Source: an optimization exercise on an open RTL-to-GDS flow (aim: small area). Production flows keep margins and buffers that such runs may drop. The RTL was checked by simulation tests, not by an equivalence proof against the original design. In every run shown here, the design's own scripts or RTL, not TritonCTS, make the clock network. The clock input has no modelled driver; a real chip could not lean on it and would need a root buffer or a full tree. Power and IR drop assume default switching activity.

**flow/flow/run.sh**
```bash
#!/bin/bash
# Layout flow: the standard flow (standard.sh) with
#  - synthesis: adders left to abc, and abc given an area-oriented script (flow/area.abc);
#    registers are mapped exactly as in the standard synthesis
#  - minimum-size buffers on the ports
#  - a one-level clock tree (flow/cts_manual.tcl) in place of the H-tree
# make's output goes to flow_make.log; each tool's log is under orfs/logs.
set -euo pipefail
W=$(pwd)
export MY_ABC_SCRIPT=$W/flow/area.abc
export CTS_MANUAL_N=4
export CTS_MANUAL_BUF=sky130_fd_sc_hd__clkbuf_16
bash standard.sh SYNTH_SCRIPT=$W/flow/synth.tcl ADDER_MAP_FILE= \
  "BUFFER_PORTS_ARGS=-buffer_cell sky130_fd_sc_hd__buf_1" \
  PRE_CTS_TCL=$W/flow/cts_manual.tcl \
  finish > $W/flow_make.log 2>&1
```
**flow/flow/area.abc**
```
strash
dc2
dch
amap
topo
```
**flow/flow/cts_manual.tcl**
```tcl
# Sourced before CTS (PRE_CTS_TCL): replaces clock_tree_synthesis with a one-level tree.
# The flip-flops are split by position into CTS_MANUAL_N groups (recursive halving along
# the longer side); each group gets one clock buffer at its centroid, driven by the clock
# port. Every flip-flop is thus one buffer away from the port.
proc clock_tree_synthesis { args } {
  set nclusters $::env(CTS_MANUAL_N)
  set bufmaster $::env(CTS_MANUAL_BUF)
  set block [ord::get_db_block]
  set clknet [[$block findBTerm clk] getNet]
  set sinks {}
  foreach it [$clknet getITerms] {
    set inst [$it getInst]
    lassign [$inst getLocation] x y
    lappend sinks [list $it $x $y]
  }
  set groups [list $sinks]
  while { [llength $groups] < $nclusters } {
    set gi 0
    set best -1
    for { set i 0 } { $i < [llength $groups] } { incr i } {
      if { [llength [lindex $groups $i]] > $best } {
        set best [llength [lindex $groups $i]]
        set gi $i
      }
    }
    set g [lindex $groups $gi]
    set xs [lmap s $g { lindex $s 1 }]
    set ys [lmap s $g { lindex $s 2 }]
    set dx [expr { [tcl::mathfunc::max {*}$xs] - [tcl::mathfunc::min {*}$xs] }]
    set dy [expr { [tcl::mathfunc::max {*}$ys] - [tcl::mathfunc::min {*}$ys] }]
    set k [expr { $dx > $dy ? 1 : 2 }]
    set g [lsort -integer -index $k $g]
    set h [expr { [llength $g] / 2 }]
    set groups [lreplace $groups $gi $gi [lrange $g 0 [expr { $h - 1 }]] [lrange $g $h end]]
  }
  set master [[ord::get_db] findMaster $bufmaster]
  set n 0
  foreach g $groups {
    set sx 0
    set sy 0
    foreach s $g {
      set sx [expr { $sx + [lindex $s 1] }]
      set sy [expr { $sy + [lindex $s 2] }]
    }
    set cx [expr { $sx / [llength $g] }]
    set cy [expr { $sy / [llength $g] }]
    set inst [odb::dbInst_create $block $master "clkbuf_leaf_$n"]
    set net [odb::dbNet_create $block "clknet_leaf_$n"]
    $net setSigType CLOCK
    foreach s $g {
      set it [lindex $s 0]
      $it disconnect
      $it connect $net
    }
    [$inst findITerm A] connect $clknet
    [$inst findITerm X] connect $net
    $inst setLocation $cx $cy
    $inst setPlacementStatus PLACED
    incr n
  }
  $clknet setSigType CLOCK
  puts "clock_tree_synthesis (manual): $n buffers of $bufmaster for [llength $sinks] sinks"
}
```
**flow/flow/synth.tcl**
```tcl
# The standard synthesis script, with abc given the area-oriented script in MY_ABC_SCRIPT
proc synth {args} { yosys synth -nofsm -noshare {*}$args }
proc abc {args} {
  set i [lsearch -exact $args -script]
  if { $i >= 0 && [info exists ::env(MY_ABC_SCRIPT)] } {
    lset args [expr { $i + 1 }] $::env(MY_ABC_SCRIPT)
  }
  yosys abc {*}$args
}
source $::env(SCRIPTS_DIR)/synth.tcl
# left out here: clear keep_hierarchy, flatten, clean up, hide names made inside functions, write 1_2_yosys.v
```
**flow/standard.sh**
```bash
#!/bin/bash
# synth_recipe.tcl (not shown) runs the flow's synth.tcl, then flattens the netlist and writes it again
# the make line also repeats each setting of config.mk as NAME=value (left out here)
make -C /OpenROAD-flow-scripts/flow DESIGN_CONFIG=/design/flow/config.mk WORK_HOME=/design/flow/orfs CLKGATE_MAP_FILE= SYNTH_SCRIPT=/design/flow/synth_recipe.tcl "${@:-finish}"
```
**flow/config.mk**
```make
export PLATFORM = sky130hd
export DESIGN_NAME = uart
export DESIGN_NICKNAME = uart
export VERILOG_FILES = /design/flow/design.v
export SDC_FILE = /design/flow/constraint.sdc
export NUM_CORES = 4
export LEC_CHECK = 0
export CAP_MARGIN = 20
export CORE_MARGIN = 2
export CORE_UTILIZATION = 65
export GPL_TIMING_DRIVEN = 0
export SLEW_MARGIN = 20
```
**flow/constraint.sdc**
```tcl
create_clock -name core_clock -period 5.0 [get_ports {clk}]
set_input_delay 1.0000 -clock core_clock [delete_from_list [all_inputs] [get_ports {clk}]]
set_output_delay 1.0000 -clock core_clock [all_outputs]
set_load 0.01 [all_outputs]
```
**flow/design.v**
```verilog
module uart(
    input           rst_n,
    input           clk,
    input   [7:0]   AB,
    input   [7:0]   DB_i,
    output  [7:0]   DB_o,
    output          DB_oe,
    input           RxD_i,
    output          RxD_o,
    output          RxD_oe,
    input           rd,
    input           wr,
    output          TxD,
    output          Intuart
    );
    localparam [1:0] S_IDLE  = 2'b00,
                     S_START = 2'b01,
                     S_CRC   = 2'b10,
                     S_STOP  = 2'b11;
    localparam [3:0] S_D0    = 4'b1000;
    reg  [7:0]  thB, tlB;        
    reg  [15:0] cnt;             
    reg  [7:0]  SCON;
    reg  [7:0]  TBUF;
    reg  [7:0]  RBUF;
    reg  [7:0]  Rshift;
    reg         TEN;
    reg  [3:0]  ts;              
    reg  [3:0]  tb;              
    reg         Rvalid;
    reg  [3:0]  rs;              
    reg  [3:0]  rb;              
    reg  [2:0]  dc;              
    wire        sel   = AB[7:4] == 4'b1001;
    wire        we    = !wr && sel;
    wire        we_tl = we && AB[3:0] == 4'b0110;
    wire        we_th = we && AB[3:0] == 4'b0111;
    wire        we_sb = we && AB[3:0] == 4'b1000;
    wire        we_sc = we && AB[3:0] == 4'b1001;
    wire [1:0]  SM   = SCON[7:6];
    wire        SM0  = SM == 2'b00;
    wire        SM2  = SCON[5];
    wire        REN  = SCON[4];
    wire        TB8  = SCON[3];
    wire        SRI  = SCON[0];
    wire        TC     = &cnt;
    wire        EN     = TEN || REN;
    wire [15:0] reload = SM0 ? 16'hFFFA : {thB, tlB};
    always @(posedge clk)
        if (!rst_n) begin
            thB <= 8'b0;
            tlB <= 8'b0;
        end else begin
            if (we_th) thB <= DB_i;
            if (we_tl) tlB <= DB_i;
        end
    always @(posedge clk)
        if (!EN || TC) cnt <= reload;
        else           cnt <= cnt + 1'b1;
    wire        t_data  = ts[3];
    wire        t_idle  = !t_data && ts[1:0] == S_IDLE;
    wire        t_start = !t_data && ts[1:0] == S_START;
    wire        t_crc   = !t_data && ts[1:0] == S_CRC;
    wire        t_stop  = !t_data && ts[1:0] == S_STOP;
    wire        TI      = !t_data && ts[2];
    wire        t_dend  = ts == 4'b1111;
    wire        Tbaud   = tb == 4'd15 && TC;
    wire        T7      = tb == 4'd7  && TC;
    wire        T8      = tb == 4'd8  && TC;
    reg  [3:0]  ts_next;
    always @(*) begin
        ts_next = {2'b00, S_IDLE};
        if (t_data) begin
            if (!t_dend)       ts_next = ts + 1'b1;
            else if (SM0)      ts_next = {1'b0, !REN, S_IDLE};
            else if (!SM[1])   ts_next = {2'b01, S_STOP};
            else               ts_next = {1'b0, SM[0], S_CRC};
        end else if (t_idle) begin
            if (!TEN)          ts_next = {2'b00, S_IDLE};
            else if (!SM0)     ts_next = {2'b00, S_START};
            else if (REN && SRI) ts_next = {2'b00, S_IDLE};
            else               ts_next = S_D0;
        end else if (t_start)
            ts_next = S_D0;
        else if (t_crc)
            ts_next = {1'b0, SM == 2'b10, S_STOP};
    end
    always @(posedge clk)
        if (!rst_n)
            ts <= {2'b00, S_IDLE};
        else if (Tbaud)
            ts <= ts_next;
        else
            ts[2] <= ts[2] & ts[3];
    always @(posedge clk)
        if (!rst_n)
            TEN <= 1'b0;
        else if (we_sb || (SM0 && REN))
            TEN <= 1'b1;
        else if (Tbaud && (t_stop || (t_dend && SM0)))
            TEN <= 1'b0;
    always @(posedge clk)
        if (!rst_n)
            TBUF <= 8'b0;
        else if (t_data) begin
            if (SM0 ? T8 : Tbaud)
                TBUF <= TBUF >> 1;
        end else if (we_sb)
            TBUF <= DB_i;
    always @(posedge clk)
        if (!TEN)    tb <= 4'd0;
        else if (TC) tb <= tb + 1'b1;
    assign TxD = t_data ? (SM0 ? tb[3] : TBUF[0]) :
                 t_crc  ? TB8 :
                 !t_start;
    wire        r_data  = rs[3];
    wire        r_idle  = !r_data && rs[1:0] == S_IDLE;
    wire        r_start = !r_data && rs[1:0] == S_START;
    wire        r_crc   = !r_data && rs[1:0] == S_CRC;
    wire        r_stop  = !r_data && rs[1:0] == S_STOP;
    wire        RI      = !r_data && rs[2];
    wire        r_dend  = rs == 4'b1111;
    wire        Rbaud   = SM0 ? T7 : (rb == 4'd15 && TC);
    wire        R789    = (rb == 4'd7 || rb == 4'd8 || rb == 4'd9) && TC;
    wire        Rxdin   = (dc[0] & dc[1]) | (dc[0] & dc[2]) | (dc[1] & dc[2]);
    wire        judge   = (Rxdin || !SM2) && !SRI;
    reg  [3:0]  rs_next;
    always @(*) begin
        rs_next = {2'b00, S_IDLE};
        if (r_data) begin
            if (!r_dend)       rs_next = rs + 1'b1;
            else if (!SM[1])   rs_next = {2'b00, S_STOP};
            else               rs_next = {2'b00, S_CRC};
        end else if (r_idle) begin
            if (!REN)          rs_next = {2'b00, S_IDLE};
            else if (SM0)      rs_next = SRI ? {2'b00, S_IDLE} : S_D0;
            else               rs_next = Rvalid ? {2'b00, S_START} : {2'b00, S_IDLE};
        end else if (r_start)
            rs_next = Rxdin ? {2'b00, S_IDLE} : S_D0;
        else if (r_crc)
            rs_next = judge ? {2'b00, S_STOP} : {2'b00, S_IDLE};
        else if (r_stop)
            rs_next = {2'b01, S_IDLE};
    end
    always @(posedge clk)
        if (!rst_n)
            rs <= {2'b00, S_IDLE};
        else if (Rbaud)
            rs <= rs_next;
        else
            rs[2] <= rs[2] & rs[3];
    always @(posedge clk)
        if (!rst_n)
            Rvalid <= 1'b0;
        else if (SM0)
            Rvalid <= REN;
        else if (r_idle) begin
            if (REN) Rvalid <= !RxD_i;
        end else if (r_start) begin
            if (Rbaud) Rvalid <= !Rxdin;
        end else if (r_crc || (r_stop && SM == 2'b01)) begin
            if (Rbaud) Rvalid <= judge;
        end
    always @(posedge clk)
        if (!REN || !Rvalid) rb <= 4'b1111;
        else if (TC)         rb <= rb + 1'b1;
    always @(posedge clk)
        if (!REN)      dc <= 3'b111;
        else if (R789) dc <= {dc[1:0], RxD_i};
    always @(posedge clk)
        if (r_data && Rbaud)
            Rshift <= {Rxdin, Rshift[7:1]};
    always @(posedge clk)
        if (!rst_n)
            RBUF <= 8'b0;
        else if (r_stop && Rbaud && (SM != 2'b01 || judge))
            RBUF <= Rshift;
    always @(posedge clk)
        if (!rst_n)
            SCON <= 8'b0;
        else if (we_sc)
            SCON <= DB_i;
        else begin
            if (TI) SCON[1] <= 1'b1;
            if (RI) SCON[0] <= 1'b1;
            if (r_crc && judge && Rbaud) SCON[2] <= Rxdin;
        end
    assign DB_oe   = !rd && sel && (AB[3:1] == 3'b011 || AB[3:1] == 3'b100);
    assign DB_o    = AB[3] ? (AB[0] ? SCON : RBUF) : (AB[0] ? thB : tlB);
    assign Intuart = SCON[1] || SCON[0];
    assign RxD_oe  = !REN && TEN && SM0;
    assign RxD_o   = TBUF[0];
endmodule
```
==> results by group, run 1 <==
Die
  • Die Y: 78.5 um
  • DIE WIDTH: 78.5 um
  • Row cnt: 27
  • # IOs: 34
  • Core area: 5440 um2
  • Starting Density: 0.664
  • Die footprint: 6170 um2

Finish
  • Antenna cells: 0
  • Most common cell after layout, fill and taps aside: dfxtp_1
  • Share of cells above drive strength 1: 0.0244
  • Area growth from synthesis to layout: 9.84%
  • Most frequent cells in the layout: dfxtp_1 (77), nor2_1 (71), clkinv_1 (42)
  • Util after Layout: 0.729
  • Fin cells: 523
  • Final layout net count: 474

Clock tree
  • CTS clk-pin slew, worst paths: 90 ps
  • Hold-fix buffers at CTS: 0
  • Worst skew pair latency: 150 ps
  • Buffer count from post-CTS setup fixing: 0

Detailed routing
  • DR top layer: met4
  • Vias/cell: 6.42
  • Drt wl/cell: 16.8 um
  • Pre-antenna DRT Iters: 5
  • Post-route DRC: 0
  • Total wire length: 8.81 mm
  • Met1 WL: 3.93 mm
  • Via count: 3359
  • Met3 WL: 412 um
  • Final ANT Viol Nets: 0
  • Violation count after the first detailed-route iteration: 241
  • Met2 Wirelength: 4.24 mm

Worst setup path
  • Worst setup EP type: flip-flop
  • Arrival time worst endpoint: 4590 ps
  • Critical path peak fanout: 8
  • CP startpoint kind: flip-flop
  • R2r setup slk: 450 ps
  • Worst Setup Path Type: reg -> reg
  • Worst Path Required: 5040 ps

Timing
  • Minimum clock period: 4550 ps
  • RSZ-0062 raised after global routing: false
  • WHS: 453 ps
  • Hold Vio Cnt, Final: 0
  • Setup violators final: 0
  • Max_slew headroom: 0.330
  • Clk_skew: 7.47 ps
  • Max Freq: 220 MHz
  • Fin crit share: 0.909
  • Setup Total Neg Slack: 0 ps
  • Slew @ Worst Pin: 1010 ps
  • Max Slew Vio Count: 0

Global route
  • Initial antenna violation count: 0
  • Gr usage total: 0.279
  • Grt total ovfl: 0
  • First-pass GRT wire length: 14.1 mm
  • Largest net degree at the start of global routing: 32
  • Number of global-route vias before repair: 2958

Synthesis
  • Gate Count Post-Synth: 412
  • Sequential-to-total area share from yosys stat: 0.494
  • Synth Flop Type: dfxtp_1
  • Mapped cell area: 3610 um2
  • Synth Warn #: 1
  • Fraction of registers with async set/reset: 0
  • Syn_nets: 433
  • Number of flops mapped to enable cells by yosys: 8
  • Mean Syn Cell Area: 8.76 um2
  • Yosys reg bits: 85
  • Netlist cell types: 34

Run
  • Maxcap violations: 0

Placement
  • GPL Wtd Cong: 0.868
  • Placed Cells: 519
  • I/O Buffers: 33
  • Post-DP HPWL: 6.31 mm

Power and ir drop
  • Pwr Density: 266 nW/um2
  • Pleak: 0.00132 uW
  • VDD IR max: 0.215 mV

Run status
  • Outcome: complete, no violations

Worst hold path
  • Hold Path Class: reg -> reg
[kinds of logic (layout without fill, tap and decap cells)]
kind of cell | count (synthesis) | count (layout) | share of synthesized area
compound gates | 146 | 146 | 0.290
simple gates | 139 | 139 | 0.173
flops | 85 | 85 | 0.494
buf+inv | 42 | 81 | 0.0437
[metrics by stage]
stage / cell area [um2] / power, uW / worst slack, ps
after floorplan: 3610 / 728 / 1050
after detailed placement: 3850 / 751 / 118
after global routing: 3970 / 1080 / 21.1
after CTS: 3950 / 997 / 109
after global placement: 3820 / 750 / 31.5
final: 3970 / 1050 / 454
[area by class of cell]
type	count	area, um2
plain buffers	4	100
fillers	440	1470
inverters	42	158
multi-input cells	285	1690
flip-flops and latches	85	1780
well taps	72	90.1
repair buffers	35	146
[final timing paths]
kind,from,to,cells after the start
min,Rshift[7]$_DFFE_PP_,Rshift[6]$_DFFE_PP_,0
min reg2reg,Rshift[7]$_DFFE_PP_,Rshift[6]$_DFFE_PP_,0
max reg2reg,cnt[0]$_DFF_P_,RBUF[1]$_SDFFE_PN0P_,16
max,cnt[0]$_DFF_P_,RBUF[1]$_SDFFE_PN0P_,16
[metal layers]
| layer | global-route usage | vias up |
|---|---|---|
| met3 | 0.0172 | 21 |
| met1 | 0.389 | 1578 |
| li1 | - | 1647 |
| met4 | 0.0544 | 0 |
| met2 | 0.482 | 113 |
| met5 | 0 | - |
[Yosys cell counts (2+ instances only)]
master	number	area (um2)
or2_0	2	12.5
clkinv_1	42	158
nand4_1	2	12.5
o22ai_1	7	43.8
nand3_1	5	25.0
o221a_1	10	113
o21a_1	2	15.0
a211oi_1	17	128
dfxtp_1	77	1540
edfxtp_1	8	240
nor2b_1	2	12.5
a31oi_1	7	43.8
nand2_1	14	52.6
a21oi_1	26	130
o21ai_0	24	120
nor3_1	17	85.1
or3_1	5	31.3
a41oi_1	2	17.5
nor2_1	74	278
and3_1	11	68.8
a22oi_1	11	82.6
nor4_1	2	12.5
o221ai_1	5	43.8
a221oi_1	17	149
o32ai_1	12	105
and2_0	3	18.8
[state kept, by name, summed over array words and instances, names as in the netlist]
signal	cells
cnt	16
RBUF	8
Rshift	8
SCON	8
TBUF	8
thB	8
tlB	8
rb	4
rs	4
tb	4
ts	4
dc	3
Rvalid	1
TEN	1
[power by group]
group	switching [uW]	internal [uW]	total (uW)
clock network	171	146	317
logic	33.7	12.8	46.5
registers	2.33	688	690
total	207	846	1050
[worst max-delay path, stage by stage (launching register included)]
cell and delay [ps]:
dfxtp_1 400, and3_1 240, and2_0 210, and3_1 210, and3_1 200, and3_1 210
and3_1 240, and3_1 220, nand2_1 120, nor2_2 340, clkinv_1 180, a221oi_1 410
clkinv_1 330, nor2_1 250, clkinv_1 120, or3_1 460, o221a_1 300
[what timing repair did]
action,in CTS,in global routing
endpoints found under the hold margin,0,0
gates resized for setup,0,4
setup endpoints to repair,0,18
==> run 2, diff against run 1 <==
--- a/flow/flow/run.sh
+++ b/flow/flow/run.sh
@@ -1,5 +1,5 @@
 #!/bin/bash
 # Layout flow: the standard flow (standard.sh) with
-#  - synthesis: adders left to abc, and abc given an area-oriented script (flow/area.abc);
+#  - synthesis: adders left to abc, and abc given an area-oriented script (flow/area.abc: deepsyn, then area mapping);
 #    registers are mapped exactly as in the standard synthesis
 #  - minimum-size buffers on the ports
==> flow/flow/area.abc (replaced) <==
strash
&get -n
&deepsyn -I 20 -J 5 -S 1
&put
dch
amap
topo
==> results by group, run 2 <==
Die
  • Die footprint: 6010 um2
  • # IOs: 34
  • Die Y: 77.5 um
  • Core area: 5170 um2
  • DIE WIDTH: 77.5 um
  • Row cnt: 26
  • Starting Density: 0.679

Clock tree
  • Hold-fix buffers at CTS: 0
  • CTS clk-pin slew, worst paths: 90 ps
  • Worst skew pair latency: 150 ps
  • CTS resizes: 0
  • Buffer count from post-CTS setup fixing: 0

Global route
  • Grt total ovfl: 0
  • First-pass GRT wire length: 13.9 mm
  • Gr usage total: 0.280
  • Number of global-route vias before repair: 2992
  • Initial antenna violation count: 0
  • Largest net degree at the start of global routing: 23

Synthesis
  • Post-synth top cells: nor2_1 (78), dfxtp_1 (77), clkinv_1 (53), o21ai_0 (39), o22ai_1 (29)
  • Synth Warn #: 1
  • Mapped cell area: 3510 um2
  • Post-synth top area cell: dfxtp_1
  • Synth area leaders: dfxtp_1 (44%), nor2_1 (8.3%), edfxtp_1 (6.8%), clkinv_1 (5.7%), o21ai_0 (5.6%)
  • Synth Flop Type: dfxtp_1
  • Syn_nets: 447
  • Mean Syn Cell Area: 8.25 um2
  • Fraction of registers with async set/reset: 0
  • Share of the synthesized area in the top cell type: 0.439
  • Top-count cell post-synth: nor2_1
  • Number of flops mapped to enable cells by yosys: 8
  • Sequential-to-total area share from yosys stat: 0.507
  • Gate Count Post-Synth: 426
  • Netlist cell types: 31
  • Yosys reg bits: 85

Worst setup path
  • CP startpoint kind: flip-flop
  • Most used cell, CP: and3_1
  • Reg-to-reg critical path endpoint: TBUF[1]$_SDFFE_PN0P_
  • R2r worst-path depth: 19
  • Delay of the slowest critical-path stage: 800 ps
  • RR Startpoint: cnt[2]$_DFF_P_
  • Critical path peak fanout: 8
  • Worst Path Required: 5080 ps
  • Crit path buf inv count: 3
  • R2r setup slk: 660 ps
  • Top delay family on crit path: simple AND/OR/NAND/NOR gates
  • Critical path, cell by cell: and3_1 > and3_1 > and3_1 > and3_1 > and3_1 > and3_1 > and3_1 > nand2_1 > clkinv_1 > and3_1 > nand2_1 > clkinv_1 > nand2_1 > clkinv_1 > a21oi_1 > nor2_1 > nor3_1 > a22oi_1 > o21ai_0
  • Worst Setup Path Type: reg -> reg
  • Worst setup EP type: flip-flop
  • Crit-path slowest cell: nor3_1
  • Arrival time worst endpoint: 4420 ps

Power and ir drop
  • Pleak: 0.00128 uW
  • Pwr Density: 274 nW/um2
  • VDD IR max: 0.314 mV

Timing
  • Max Slew Vio Count: 0
  • Max_slew headroom: 0.349
  • Max Freq: 230 MHz
  • RSZ-0062 raised after global routing: false
  • Setup violators final: 0
  • Setup Total Neg Slack: 0 ps
  • Slew @ Worst Pin: 976 ps
  • Fin crit share: 0.868
  • Hold Vio Cnt, Final: 0
  • Minimum clock period: 4340 ps
  • Clk_skew: 10.5 ps

Worst hold path
  • Worst hold path startpoint: Rshift[7]$_DFFE_PP_
  • Hold Path Class: reg -> reg
  • Hold endpoint: Rshift[6]$_DFFE_PP_
  • WHS Path Cells: 0

Placement
  • GPL Wtd Cong: 0.962
  • Placed Cells: 530
  • Placed inst area: 3730 um2
  • Post-DP HPWL: 6.22 mm
  • I/O Buffers: 33

Finish
  • Most common cell after layout, fill and taps aside: nor2_1
  • Max reg flops: 16
  • Fin cells: 534
  • Most frequent cells in the layout: nor2_1 (78), dfxtp_1 (77), clkinv_1 (53)
  • Final layout net count: 487
  • Design area: 3830 um2
  • Share of cells above drive strength 1: 0.0108
  • Area growth from synthesis to layout: 9.08%
  • Largest Register: cnt
  • Antenna cells: 0

Detailed routing
  • Final ANT Viol Nets: 0
  • Drt wl/cell: 15.4 um
  • Via count: 3204
  • Pre-antenna DRT Iters: 5
  • Total wire length: 8.24 mm
  • Vias/cell: 6.00
  • Post-route DRC: 0
  • Violation count after the first detailed-route iteration: 282

Run status
  • Outcome: complete, no violations

Run
  • Maxcap violations: 0
==> run 2: changes by cell type after synthesis, sizes merged, moves of 15 or more <==
cell	previous run	this run
o22ai	7	29
a21oi	26	6
a221oi	17	0
o21ai	24	39
o22a	1	16
==> run 2: cell families after synthesis <==
group	after synthesis	synth area share
AND/OR/NAND/NOR	169	0.217
AO/OA/AOI/OAI	119	0.219
flip-flops	85	0.507
buffers and inverters	53	0.0566
==> run 2: how the worst max path moves through the flow <==
stage                   start                   end  depth (start not counted)
6_report       cnt[2]$_DFF_P_  TBUF[1]$_SDFFE_PN0P_                         19
2_1_floorplan  cnt[2]$_DFF_P_  TBUF[0]$_SDFFE_PN0P_                         19
3_5_place_dp   cnt[2]$_DFF_P_  TBUF[0]$_SDFFE_PN0P_                         19
3_3_place_gp   cnt[2]$_DFF_P_  TBUF[1]$_SDFFE_PN0P_                         19
5_1_grt        cnt[1]$_DFF_P_  TBUF[2]$_SDFFE_PN0P_                         19
4_1_cts        cnt[2]$_DFF_P_  TBUF[1]$_SDFFE_PN0P_                         19
==> run 2: cell type report <==
| cell class | instances | area (um2) |
|---|---|---|
| flip-flops and latches | 85 | 1780 |
| inverters | 53 | 199 |
| well taps | 70 | 87.6 |
| plain buffers | 4 | 100 |
| multi-input cells | 288 | 1530 |
| fillers | 429 | 1340 |
| repair buffers | 34 | 131 |
==> run 2: metrics by stage <==
stage	setup WS, ps	util	power (uW)	hold WS [ps]
finish	658	0.741	1050	467
floorplan	1530	-	733	426
global placement	905	0.720	757	440
detailed placement	830	0.722	757	449
global route	189	0.741	1080	481
CTS	735	0.741	1000	455
==> run 2: worst register-to-register path, stage by stage (launching register included) <==
cell      delay, ps
dfxtp_1         320
and3_1          200
and3_1          200
and3_1          190
and3_1          200
and3_1          190
and3_1          210
and3_1          220
nand2_1         220
clkinv_1        160
and3_1          210
nand2_1          90
clkinv_1         90
nand2_1         120
clkinv_1        150
a21oi_1         180
nor2_1          150
nor3_1          810
a22oi_1         230
o21ai_0         120
==> run 2: metal layers <==
metal  track usage  vias to the layer above  part of all wire
li1              -                     1597                 -
met1         0.383                     1498              0.45
met2         0.487                       88              0.48
met3        0.0140                       21             0.041
met4        0.0714                        0             0.029
met5             0                        -                 0
==> run 2: power breakdown <==
group	leakage (uW)	internal, uW	total (uW)	switching, uW
Combinational	0.000536	16.0	53.9	37.9
Sequential	0.000692	686	689	2.13
Clock	0.0000493	146	309	163
==> run 3, diff against run 2 <==
--- a/flow/design.v
+++ b/flow/design.v
@@ -20,5 +20,5 @@
     localparam [3:0] S_D0    = 4'b1000;
     reg  [7:0]  thB, tlB;        
-    reg  [15:0] cnt;             
+    reg  [15:0] cnt_n;           
     reg  [7:0]  SCON;
     reg  [7:0]  TBUF;
@@ -44,5 +44,5 @@
     wire        TB8  = SCON[3];
     wire        SRI  = SCON[0];
-    wire        TC     = &cnt;
+    wire        TC     = cnt_n == 16'd0;
     wire        EN     = TEN || REN;
     wire [15:0] reload = SM0 ? 16'hFFFA : {thB, tlB};
@@ -56,6 +56,6 @@
         end
     always @(posedge clk)
-        if (!EN || TC) cnt <= reload;
-        else           cnt <= cnt + 1'b1;
+        if (!EN || TC) cnt_n <= ~reload;
+        else           cnt_n <= cnt_n - 1'b1;
     wire        t_data  = ts[3];
     wire        t_idle  = !t_data && ts[1:0] == S_IDLE;
==> results by group, run 3 <==
Synthesis
  • Largest family of logic cells by synthesized area: compound AO/OA/AOI/OAI gates
  • Gate Count Post-Synth: 433
  • Share of the synthesized area in the top cell type: 0.438
  • Number of flops mapped to enable cells by yosys: 8
  • Syn_nets: 454
  • Synth area leaders: dfxtp_1 (44%), clkinv_1 (9.7%), o22ai_1 (9.4%), edfxtp_1 (6.8%), nor2_1 (5.6%)
  • Synth Area in XOR/XNOR: 0
  • Yosys reg bits: 85
  • Mux cell area share after synthesis: 0
  • Mean Syn Cell Area: 8.14 um2
  • Mapped cell area: 3520 um2
  • Complex-gate fraction of the synthesized area: 0.258
  • Fraction of registers with async set/reset: 0
  • Sequential-to-total area share from yosys stat: 0.506
  • Synth Flop Type: dfxtp_1
  • Synth Warn #: 1
  • Post-synth top cells: clkinv_1 (91), dfxtp_1 (77), nor2_1 (53), o22ai_1 (53), o21ai_0 (32)
  • Top-count cell post-synth: clkinv_1
  • Post-synth top area cell: dfxtp_1
  • Netlist cell types: 27
  • Post-Synth Adder-Cell Area: 0
  • Post-synthesis simple-gate area fraction: 0.140

Worst hold path
  • WHS Path Cells: 1
  • Hold Path Class: reg -> reg
  • Worst hold path startpoint: thB[2]$_SDFFE_PN0P_
  • Hold endpoint: cnt_n[10]$_DFF_P_

Detailed routing
  • Vias/cell: 6.00
  • Via count: 3274
  • Pre-antenna DRT Iters: 5
  • Drt wl/cell: 15.9 um
  • Final ANT Viol Nets: 0
  • Total wire length: 8.66 mm
  • Post-route DRC: 0
  • Violation count after the first detailed-route iteration: 262

Placement
  • Setup slack at placement: -1020 ps
  • Post-DP HPWL: 6.24 mm
  • GPL Wtd Cong: 0.877
  • I/O Buffers: 33

Worst setup path
  • Critical path peak fanout: 8
  • Delay of the slowest critical-path stage: 410 ps
  • CP startpoint kind: flip-flop
  • R2r setup slk: 500 ps
  • Most used cell, CP: nor2_2
  • Crit-path slowest cell: or3_4
  • RR Startpoint: cnt_n[0]$_DFF_P_
  • Worst Setup Path Type: reg -> reg
  • Worst setup EP type: flip-flop
  • Worst Path Required: 5030 ps
  • Reg-to-reg critical path endpoint: RBUF[5]$_SDFFE_PN0P_
  • Arrival time worst endpoint: 4530 ps
  • R2r worst-path depth: 29

Power and ir drop
  • P_sw: 198 uW
  • Combinational Power Share: 0.038
  • Switch share: 0.190
  • Clk pwr share: 0.300
  • VDD IR max: 0.333 mV
  • Pleak: 0.00126 uW
  • Pwr Density: 260 nW/um2
  • Flop pwr share: 0.661
  • Int Pwr: 843 uW

Die
  • DIE WIDTH: 77.6 um
  • Die Y: 77.6 um
  • Row cnt: 26
  • Core area: 5170 um2
  • # IOs: 34
  • Die footprint: 6030 um2
  • Starting Density: 0.681

Finish
  • Share of cells above drive strength 1: 0.0756
  • Largest Register: cnt_n
  • Max reg flops: 16
  • Multi-input gate area: 1520 um2
  • Antenna cells: 0
  • Most frequent cells in the layout: clkinv_1 (89), dfxtp_1 (77), o22ai_1 (49)
  • Final layout net count: 499
  • Area growth from synthesis to layout: 13.7%
  • Reg area: 1780 um2
  • Most common cell after layout, fill and taps aside: clkinv_1
  • Fillers: 385
  • Util after Layout: 0.774

Clock tree
  • CTS clk-pin slew, worst paths: 80 ps
  • Worst skew pair latency: 160 ps

Global route
  • Largest net degree at the start of global routing: 23
  • First-pass GRT wire length: 13.9 mm
  • Gr usage total: 0.282
  • Initial antenna violation count: 0
  • Number of global-route vias before repair: 2995
  • Grt total ovfl: 0

Run
  • Maxcap violations: 0

Timing
  • Hold Vio Cnt, Final: 0
  • Max_slew headroom: 0.455
  • Minimum clock period: 4500 ps
  • Clk_skew: 11.6 ps
  • Fin crit share: 0.899
  • Slew @ Worst Pin: 815 ps
  • Final WS setup: 503 ps
  • Setup violators final: 0
  • Max Slew Vio Count: 0
  • Max Freq: 222 MHz

Run status
  • Outcome: complete, no violations
[run 3: cell types whose count changed in the layout (fill, tap and decap cells not counted), sizes merged, moves of 3 or more]
| cell | previous run | this run |
|---|---|---|
| clkinv | 53 | 89 |
| nor2 | 78 | 53 |
| o22ai | 29 | 53 |
| a21oi | 6 | 22 |
| nand3 | 18 | 5 |
| and3 | 14 | 2 |
| o21ai | 39 | 32 |
| o22a | 16 | 10 |
| a22oi | 7 | 2 |
| buf | 34 | 39 |
| a221oi | 0 | 4 |
| nand2 | 25 | 21 |
| nor3 | 15 | 11 |
| a31oi | 7 | 10 |
[run 3: area by class of cell]
class                      count  area share
buffer                         4      0.0250
inverter                      91      0.0853
sequential                    85       0.445
tap                           70      0.0219
multi-input combinational    257       0.380
timing repair buffer          39      0.0431
[run 3: repair_timing]
item,CTS,global route
endpoints found under the setup margin,27,45
hold endpoints to repair,0,0
setup buffers,2,4
pin swaps,2,6
hold buffers,0,0
resized for setup,10,26
[run 3: cells by family after synthesis]
| group | after synthesis |
|---|---|
| buf+inv | 91 |
| compound gates | 146 |
| flops | 85 |
| simple gates | 111 |
[run 3: per-layer routing]
layer  part of all wire  vias to the layer above  GRT usage
met1               0.43                     1507      0.393
met3              0.088                       10     0.0360
met4             0.0092                        0     0.0446
met5                  0                        -          0
met2               0.47                      149      0.480
li1                   -                     1608          -
[run 3: through the flow]
step	cell area, um2	setup TNS [ps]	instances	hold slack (ps)	power [uW]
4_1_cts	3890	0	542	442	988
3_3_place_gp	3730	-16480	536	438	741
3_5_place_dp	3730	-19790	536	442	741
2_1_floorplan	3520	0	433	431	723
5_1_grt	4010	-73.7	546	458	1070
6_report	4010	0	546	454	1040
[run 3: worst max path at each step]
stage                     startpoint                    to  slack, ps  cells past startpoint
finish              cnt_n[0]$_DFF_P_  RBUF[5]$_SDFFE_PN0P_        500                     29
floorplan           cnt_n[1]$_DFF_P_  RBUF[0]$_SDFFE_PN0P_         10                     29
global placement    cnt_n[0]$_DFF_P_  RBUF[6]$_SDFFE_PN0P_       -900                     29
CTS                 cnt_n[1]$_DFF_P_  RBUF[2]$_SDFFE_PN0P_         30                     29
global route        cnt_n[0]$_DFF_P_  RBUF[5]$_SDFFE_PN0P_        -10                     29
detailed placement  cnt_n[1]$_DFF_P_  RBUF[2]$_SDFFE_PN0P_      -1020                     29
[run 3: worst max-delay path, delay by kind of cell, from the launching register on]
kind                   cells  cell delay [ps]
DFF                        1              370
buffers and inverters      9              920
and+or+nand+nor           18             2860
AOI/OAI and AO/OA          2              210
[run 3: power groups by stage]
stage	Clock (uW)	Combinational, uW	Sequential, uW
after global placement	0	36.9	704
after CTS	246	38.0	704
after global routing	337	43.0	689
after floorplan	0	19.8	704
after detailed placement	0	37.3	704
final	313	39.9	688
==> run 4, diff against run 3 <==
--- a/flow/design.v
+++ b/flow/design.v
@@ -20,5 +20,5 @@
     localparam [3:0] S_D0    = 4'b1000;
     reg  [7:0]  thB, tlB;        
-    reg  [15:0] cnt_n;           
+    reg  [15:0] cnt;             
     reg  [7:0]  SCON;
     reg  [7:0]  TBUF;
@@ -44,5 +44,5 @@
     wire        TB8  = SCON[3];
     wire        SRI  = SCON[0];
-    wire        TC     = cnt_n == 16'd0;
+    wire        TC     = &cnt;
     wire        EN     = TEN || REN;
     wire [15:0] reload = SM0 ? 16'hFFFA : {thB, tlB};
@@ -56,6 +56,6 @@
         end
     always @(posedge clk)
-        if (!EN || TC) cnt_n <= ~reload;
-        else           cnt_n <= cnt_n - 1'b1;
+        if (!EN || TC) cnt <= reload;
+        else           cnt <= cnt + 1'b1;
     wire        t_data  = ts[3];
     wire        t_idle  = !t_data && ts[1:0] == S_IDLE;
==> flow/flow/run.sh (replaced) <==
#!/bin/bash
# Layout flow: the standard flow (standard.sh) with
#  - synthesis: adders left to abc, and abc given an area-oriented script (flow/area.abc:
#    deepsyn, area mapping, then sizing to a delay target); registers are mapped exactly
#    as in the standard synthesis
#  - minimum-size buffers on the ports
#  - a one-level clock tree of four buffers (flow/cts_manual.tcl) in place of the H-tree
# make's output goes to flow_make.log; each tool's log is under orfs/logs.
set -euo pipefail
W=$(pwd)
export MY_ABC_SCRIPT=$W/flow/area.abc
export CTS_MANUAL_SPLIT=0.66
export CTS_MANUAL_BIG=sky130_fd_sc_hd__clkbuf_16
export CTS_MANUAL_SMALL=sky130_fd_sc_hd__clkbuf_8
bash standard.sh SYNTH_SCRIPT=$W/flow/synth.tcl ADDER_MAP_FILE= \
  "BUFFER_PORTS_ARGS=-buffer_cell sky130_fd_sc_hd__buf_1" \
  PRE_CTS_TCL=$W/flow/cts_manual.tcl \
  finish > $W/flow_make.log 2>&1
==> flow/flow/area.abc (replaced) <==
strash
&get -n
&deepsyn -I 20 -J 5 -S 1
&put
dch
amap
topo
upsize -D 3400
dnsize -D 3400
==> flow/flow/cts_manual.tcl (replaced) <==
# Sourced before CTS (PRE_CTS_TCL): replaces clock_tree_synthesis with a one-level tree
# of four clock buffers, each driven by the clock port. The flip-flops are split by
# position (halving along the longer side of each group's bounding box): first into a
# larger part (fraction CTS_MANUAL_SPLIT of them) and a smaller one, then each part in
# two. The two groups of the larger part get CTS_MANUAL_BIG buffers, the other two
# CTS_MANUAL_SMALL ones; each buffer starts at its group's centroid.
proc cts_manual_bisect { g frac } {
  set xs [lmap s $g { lindex $s 1 }]
  set ys [lmap s $g { lindex $s 2 }]
  set dx [expr { [tcl::mathfunc::max {*}$xs] - [tcl::mathfunc::min {*}$xs] }]
  set dy [expr { [tcl::mathfunc::max {*}$ys] - [tcl::mathfunc::min {*}$ys] }]
  set k [expr { $dx > $dy ? 1 : 2 }]
  set g [lsort -integer -index $k $g]
  set h [expr { int(round([llength $g] * $frac)) }]
  return [list [lrange $g 0 [expr { $h - 1 }]] [lrange $g $h end]]
}

proc clock_tree_synthesis { args } {
  set block [ord::get_db_block]
  set clknet [[$block findBTerm clk] getNet]
  set sinks {}
  foreach it [$clknet getITerms] {
    set inst [$it getInst]
    lassign [$inst getLocation] x y
    lappend sinks [list $it $x $y]
  }
  lassign [cts_manual_bisect $sinks $::env(CTS_MANUAL_SPLIT)] big small
  lassign [cts_manual_bisect $big 0.5] g0 g1
  lassign [cts_manual_bisect $small 0.5] g2 g3
  set n 0
  foreach g [list $g0 $g1 $g2 $g3] \
    m [list $::env(CTS_MANUAL_BIG) $::env(CTS_MANUAL_BIG) \
         $::env(CTS_MANUAL_SMALL) $::env(CTS_MANUAL_SMALL)] {
    set master [[ord::get_db] findMaster $m]
    set sx 0
    set sy 0
    foreach s $g {
      set sx [expr { $sx + [lindex $s 1] }]
      set sy [expr { $sy + [lindex $s 2] }]
    }
    set cx [expr { $sx / [llength $g] }]
    set cy [expr { $sy / [llength $g] }]
    set inst [odb::dbInst_create $block $master "clkbuf_leaf_$n"]
    set net [odb::dbNet_create $block "clknet_leaf_$n"]
    $net setSigType CLOCK
    foreach s $g {
      set it [lindex $s 0]
      $it disconnect
      $it connect $net
    }
    [$inst findITerm A] connect $clknet
    [$inst findITerm X] connect $net
    $inst setLocation $cx $cy
    $inst setPlacementStatus PLACED
    puts "clock_tree_synthesis (manual): buffer $n, $m, [llength $g] sinks"
    incr n
  }
  $clknet setSigType CLOCK
}
==> results by group, run 4 <==
Synthesis
  • Synth area leaders: dfxtp_1 (44%), nor2_1 (8.3%), edfxtp_1 (6.8%), clkinv_1 (5.7%), o21ai_0 (5.6%)
  • Mean Syn Cell Area: 8.25 um2
  • Sequential-to-total area share from yosys stat: 0.507
  • Mapped cell area: 3510 um2
  • Top-count cell post-synth: nor2_1
  • Post-synth top area cell: dfxtp_1
  • Share of the synthesized area in the top cell type: 0.439
  • Synth Warn #: 1
  • Yosys reg bits: 85
  • Synth Flop Type: dfxtp_1
  • Post-synth top cells: nor2_1 (78), dfxtp_1 (77), clkinv_1 (53), o21ai_0 (39), o22ai_1 (29)
  • Gate Count Post-Synth: 426
  • Fraction of registers with async set/reset: 0
  • Netlist cell types: 31
  • Syn_nets: 447
  • Number of flops mapped to enable cells by yosys: 8

Power and ir drop
  • Pleak: 0.00127 uW
  • Pwr Density: 266 nW/um2
  • VDD IR max: 0.321 mV
  • Tot Pwr: 1010 uW

Timing
  • Max_slew headroom: 0.341
  • Max Freq: 233 MHz
  • Fin crit share: 0.857
  • Clk_skew: 15.0 ps
  • Setup Total Neg Slack: 0 ps
  • Minimum clock period: 4290 ps
  • RSZ-0062 raised after global routing: false
  • Max Slew Vio Count: 0
  • Setup violators final: 0
  • Hold Vio Cnt, Final: 0
  • Slew @ Worst Pin: 989 ps

Placement
  • I/O Buffers: 33
  • Post-DP HPWL: 6.22 mm
  • GPL Wtd Cong: 0.962
  • Placed inst area: 3730 um2
  • Placed Cells: 530

Die
  • Die Y: 77.5 um
  • DIE WIDTH: 77.5 um
  • Row cnt: 26
  • Starting Density: 0.679
  • Core area: 5170 um2
  • Die footprint: 6010 um2
  • # IOs: 34

Finish
  • Antenna cells: 0
  • Final layout net count: 487
  • Most common cell after layout, fill and taps aside: nor2_1
  • Most frequent cells in the layout: nor2_1 (78), dfxtp_1 (77), clkinv_1 (53)
  • Design area: 3810 um2
  • Fillers: 439
  • Util after Layout: 0.737
  • Largest Register: cnt
  • Share of cells above drive strength 1: 0.0108
  • Fin cells: 534
  • Max reg flops: 16
  • Area growth from synthesis to layout: 8.44%

Detailed routing
  • Pre-antenna DRT Iters: 5
  • Final ANT Viol Nets: 0
  • Vias/cell: 5.96
  • Drt wl/cell: 15.3 um
  • Post-route DRC: 0
  • Total wire length: 8.16 mm
  • Via count: 3180
  • Violation count after the first detailed-route iteration: 300

Global route
  • Grt total ovfl: 0
  • First-pass GRT wire length: 13.8 mm
  • Gr usage total: 0.276
  • Initial antenna violation count: 0
  • Number of global-route vias before repair: 2930
  • Largest net degree at the start of global routing: 29

Worst setup path
  • R2r worst-path depth: 19
  • Arrival time worst endpoint: 4360 ps
  • Worst Path Required: 5070 ps
  • CP startpoint kind: flip-flop
  • Worst Setup Path Type: reg -> reg
  • RR Startpoint: cnt[2]$_DFF_P_
  • R2r setup slk: 710 ps
  • Reg-to-reg critical path endpoint: TBUF[2]$_SDFFE_PN0P_
  • Critical path peak fanout: 8
  • Worst setup EP type: flip-flop

Clock tree
  • Buffer count from post-CTS setup fixing: 0
  • Worst skew pair latency: 160 ps
  • CTS resizes: 0
  • Hold-fix buffers at CTS: 0
  • CTS clk-pin slew, worst paths: 100 ps

Worst hold path
  • WHS Path Cells: 0
  • Worst hold path startpoint: Rshift[3]$_DFFE_PP_
  • Hold endpoint: Rshift[2]$_DFFE_PP_
  • Hold Path Class: reg -> reg

Run
  • Maxcap violations: 0

Run status
  • Outcome: complete, no violations
[run 4: changes by cell type after synthesis, sizes merged, moves of 4 or more]
cell / previous run / this run
a21oi: 22 / 6
and3: 2 / 14
o22ai: 53 / 29
a221oi: 4 / 0
o21ai: 32 / 39
o22a: 10 / 16
a22oi: 2 / 7
nand3: 5 / 18
nor3: 11 / 15
clkinv: 91 / 53
nand2: 21 / 25
nor2: 53 / 78
[run 4: layout make-up]
cell class | count | area (um2) | area share
Buffer | 4 | 77.6 | 0.0204
Inverter | 53 | 199 | 0.0522
Multi-Input combinational cell | 288 | 1530 | 0.402
Sequential cell | 85 | 1780 | 0.468
Tap cell | 70 | 87.6 | 0.0230
Timing Repair Buffer | 34 | 131 | 0.0345
[run 4: power by group]
group          internal (uW)  leakage, uW  switching [uW]  total [uW]
Combinational           16.0     0.000536            37.5        53.5
Clock                    111    0.0000390             159         270
Sequential               687     0.000692            2.11         689
[run 4: metal layers]
layer	GRT usage	vias to the layer above	part of all wire
li1	-	1594	-
met1	0.385	1467	0.45
met2	0.485	102	0.48
met3	0.0140	17	0.051
met4	0.0446	0	0.020
met5	0	-	0
[run 4: how the worst max path moves through the flow]
stage	start	slack, ps	to	cells past startpoint
after detailed placement	cnt[2]$_DFF_P_	830	TBUF[0]$_SDFFE_PN0P_	19
after CTS	cnt[2]$_DFF_P_	810	TBUF[0]$_SDFFE_PN0P_	19
after floorplan	cnt[2]$_DFF_P_	1530	TBUF[0]$_SDFFE_PN0P_	19
final	cnt[2]$_DFF_P_	710	TBUF[2]$_SDFFE_PN0P_	19
after global placement	cnt[2]$_DFF_P_	910	TBUF[1]$_SDFFE_PN0P_	19
after global routing	cnt[1]$_DFF_P_	210	TBUF[2]$_SDFFE_PN0P_	19
[run 4: stage by stage]
| stage | worst slack, ps | hold WS, ps |
|---|---|---|
| after floorplan | 1530 | 426 |
| after global placement | 905 | 440 |
| after detailed placement | 830 | 449 |
| after CTS | 813 | 458 |
| after global routing | 210 | 496 |
| final | 714 | 473 |
[run 4: kinds of logic (layout without fill, tap and decap cells)]
family / count (synthesis) / count (layout) / share of synthesized area
simple gates: 169 / 169 / 0.217
compound gates: 119 / 119 / 0.219
buf+inv: 53 / 91 / 0.0566
flops: 85 / 85 / 0.507
[run 4: worst max-delay path, stage by stage, from the launching register on]
cell	delay, ps
dfxtp_1	330
and3_1	200
and3_1	200
and3_1	190
and3_1	200
and3_1	190
and3_1	210
and3_1	220
nand2_1	210
clkinv_1	160
and3_1	210
nand2_1	90
clkinv_1	90
nand2_1	120
clkinv_1	160
a21oi_1	190
nor2_1	150
nor3_1	750
a22oi_1	200
o21ai_0	110
==> run 5, diff against run 4 <==
--- a/flow/flow/run.sh
+++ b/flow/flow/run.sh
@@ -10,7 +10,7 @@
 W=$(pwd)
 export MY_ABC_SCRIPT=$W/flow/area.abc
-export CTS_MANUAL_SPLIT=0.66
+export CTS_MANUAL_SPLIT=0.76
 export CTS_MANUAL_BIG=sky130_fd_sc_hd__clkbuf_16
-export CTS_MANUAL_SMALL=sky130_fd_sc_hd__clkbuf_8
+export CTS_MANUAL_SMALL=sky130_fd_sc_hd__clkbuf_4
 bash standard.sh SYNTH_SCRIPT=$W/flow/synth.tcl ADDER_MAP_FILE= \
   "BUFFER_PORTS_ARGS=-buffer_cell sky130_fd_sc_hd__buf_1" \
==> results by group, run 5 <==
Die
  • # IOs: 34
  • Starting Density: 0.679
  • Core area: 5170 um2
  • Row cnt: 26
  • Die Y: 77.5 um
  • Die footprint: 6010 um2
  • DIE WIDTH: 77.5 um

Timing
  • Max Slew Vio Count: 0
  • Max_slew headroom: 0.335
  • Setup Total Neg Slack: 0 ps
  • Final WS setup: 723 ps
  • Setup violators final: 0
  • Minimum clock period: 4280 ps
  • Fin crit share: 0.855
  • Max Freq: 234 MHz
  • Slew @ Worst Pin: 997 ps
  • Clk_skew: 7.90 ps
  • Hold Vio Cnt, Final: 0
  • RSZ-0062 raised after global routing: false

Worst setup path
  • Worst Path Required: 5100 ps
  • Arrival time worst endpoint: 4370 ps
  • Critical path peak fanout: 8
  • Worst Setup Path Type: reg -> reg
  • Worst setup EP type: flip-flop
  • CP startpoint kind: flip-flop

Detailed routing
  • Pre-antenna DRT Iters: 7
  • Via count: 3201
  • Post-route DRC: 0
  • Vias/cell: 5.99
  • Final ANT Viol Nets: 0
  • Drt wl/cell: 15.4 um
  • Total wire length: 8.23 mm
  • Violation count after the first detailed-route iteration: 222

Synthesis
  • Share of the synthesized area in the top cell type: 0.439
  • Synth area leaders: dfxtp_1 (44%), nor2_1 (8.3%), edfxtp_1 (6.8%), clkinv_1 (5.7%), o21ai_0 (5.6%)
  • Synth Flop Type: dfxtp_1
  • Yosys reg bits: 85
  • Netlist cell types: 31
  • Number of flops mapped to enable cells by yosys: 8
  • Gate Count Post-Synth: 426
  • Mean Syn Cell Area: 8.25 um2
  • Synth Warn #: 1
  • Syn_nets: 447
  • Top-count cell post-synth: nor2_1
  • Sequential-to-total area share from yosys stat: 0.507
  • Post-synth top area cell: dfxtp_1
  • Mapped cell area: 3510 um2
  • Post-synth top cells: nor2_1 (78), dfxtp_1 (77), clkinv_1 (53), o21ai_0 (39), o22ai_1 (29)
  • Fraction of registers with async set/reset: 0

Power and ir drop
  • Pleak: 0.00126 uW
  • Pwr Density: 263 nW/um2
  • VDD IR max: 0.322 mV

Clock tree
  • CTS clk-pin slew, worst paths: 110 ps
  • Buffer count from post-CTS setup fixing: 0
  • Worst skew pair latency: 170 ps
  • CTS resizes: 0
  • Hold-fix buffers at CTS: 0

Global route
  • Gr usage total: 0.280
  • Largest net degree at the start of global routing: 34
  • Number of global-route vias before repair: 2937
  • Grt total ovfl: 0
  • First-pass GRT wire length: 13.9 mm
  • Initial antenna violation count: 0

Placement
  • Setup slack at placement: 830 ps
  • Post-DP HPWL: 6.22 mm
  • I/O Buffers: 33
  • GPL Wtd Cong: 0.962

Finish
  • Largest Register: cnt
  • Util after Layout: 0.734
  • Antenna cells: 0
  • Most frequent cells in the layout: nor2_1 (78), dfxtp_1 (77), clkinv_1 (53)
  • Most common cell after layout, fill and taps aside: nor2_1
  • Final layout net count: 487
  • Share of cells above drive strength 1: 0.0108
  • Max reg flops: 16
  • Area growth from synthesis to layout: 8.08%

Run status
  • Outcome: complete, no violations

Worst hold path
  • Hold Path Class: reg -> reg

Run
  • Maxcap violations: 0
run 5: per-stage QoR:
stage	hold slack, ps	power (uW)	instance area, um2	cells
after floorplan	426	733	3510	426
after global placement	440	757	3720	529
after detailed placement	449	757	3730	530
after CTS	455	952	3800	534
after global routing	491	1030	3800	534
final	475	1000	3800	534
run 5: cells by family (layout without fill, tap and decap cells):
kind of cell           count (synthesis)  after routing  synth area share
AO/OA/AOI/OAI                        119            119             0.219
buffers and inverters                 53             91            0.0566
flip-flops                            85             85             0.507
AND/OR/NAND/NOR                      169            169             0.217
run 5: cell type report:
cell class                      count  area, um2
Multi-Input combinational cell    288       1530
Sequential cell                    85       1780
Tap cell                           70       87.6
Inverter                           53        199
Fill cell                         441       1380
Timing Repair Buffer               34        131
Buffer                              4       65.1
run 5: worst max-delay path: stages, from the launching register on:
cell	delay, ps
dfxtp_1	330
and3_1	200
and3_1	200
and3_1	190
and3_1	200
and3_1	190
and3_1	210
and3_1	220
nand2_1	210
clkinv_1	160
and3_1	210
nand2_1	90
clkinv_1	90
nand2_1	120
clkinv_1	160
a21oi_1	180
nor2_1	150
nor3_1	760
a22oi_1	200
o21ai_0	110
run 5: worst paths after layout:
check	startpoint	to	slack, ps	cells past startpoint
setup / recovery	cnt[2]$_DFF_P_	TBUF[2]$_SDFFE_PN0P_	720	19
hold / removal	Rshift[7]$_DFFE_PP_	Rshift[6]$_DFFE_PP_	470	0
setup reg to reg	cnt[2]$_DFF_P_	TBUF[2]$_SDFFE_PN0P_	720	19
hold reg to reg	Rshift[7]$_DFFE_PP_	Rshift[6]$_DFFE_PP_	470	0
run 5: power by group:
part	internal (uW)	switching (uW)
Sequential	687	2.12
Clock	93.8	163
Combinational	16.0	37.5
run 5: routing by layer:
metal  up-vias  share of wire  track usage
met4         0          0.010       0.0339
li1       1604              -            -
met3         7          0.044       0.0151
met5         -              0            0
met2       101           0.49        0.496
met1      1489           0.46        0.390

-- port drivers added, routing unchanged --
The flow's constraints put no driver on any port. The routed layouts listed below were extracted and timed again, unchanged, in two steps.
Step 1 assumes that a clkbuf_16 drives the clock port and a buf_2 every other input.
Step 2 adds t to the input delays and takes it off the output delays; t is the mean of the earliest and latest rising clock arrival at the registers after step 1. Input paths then give back, and output paths get back, about the clock's delay inside the block.
Slacks: ideal / step 1 / step 2; pairs: ideal / step 1.
run	shift t [ns]	setup slack, ns	worst register clock-pin slew, ns	worst slew at a driven data input, ns
run 1	0.224	0.454 / 0.454 / 0.454	0.09 / 0.09	0.03
run 2	0.222	0.658 / 0.658 / 0.658	0.09 / 0.09	0.03
run 3	0.227	0.503 / 0.503 / 0.503	0.09 / 0.09	0.03
run 4	0.222	0.714 / 0.715 / 0.715	0.10 / 0.10	0.03
run 5	0.233	0.723 / 0.724 / 0.724	0.11 / 0.11	0.03
After both steps every run listed still meets setup and hold.
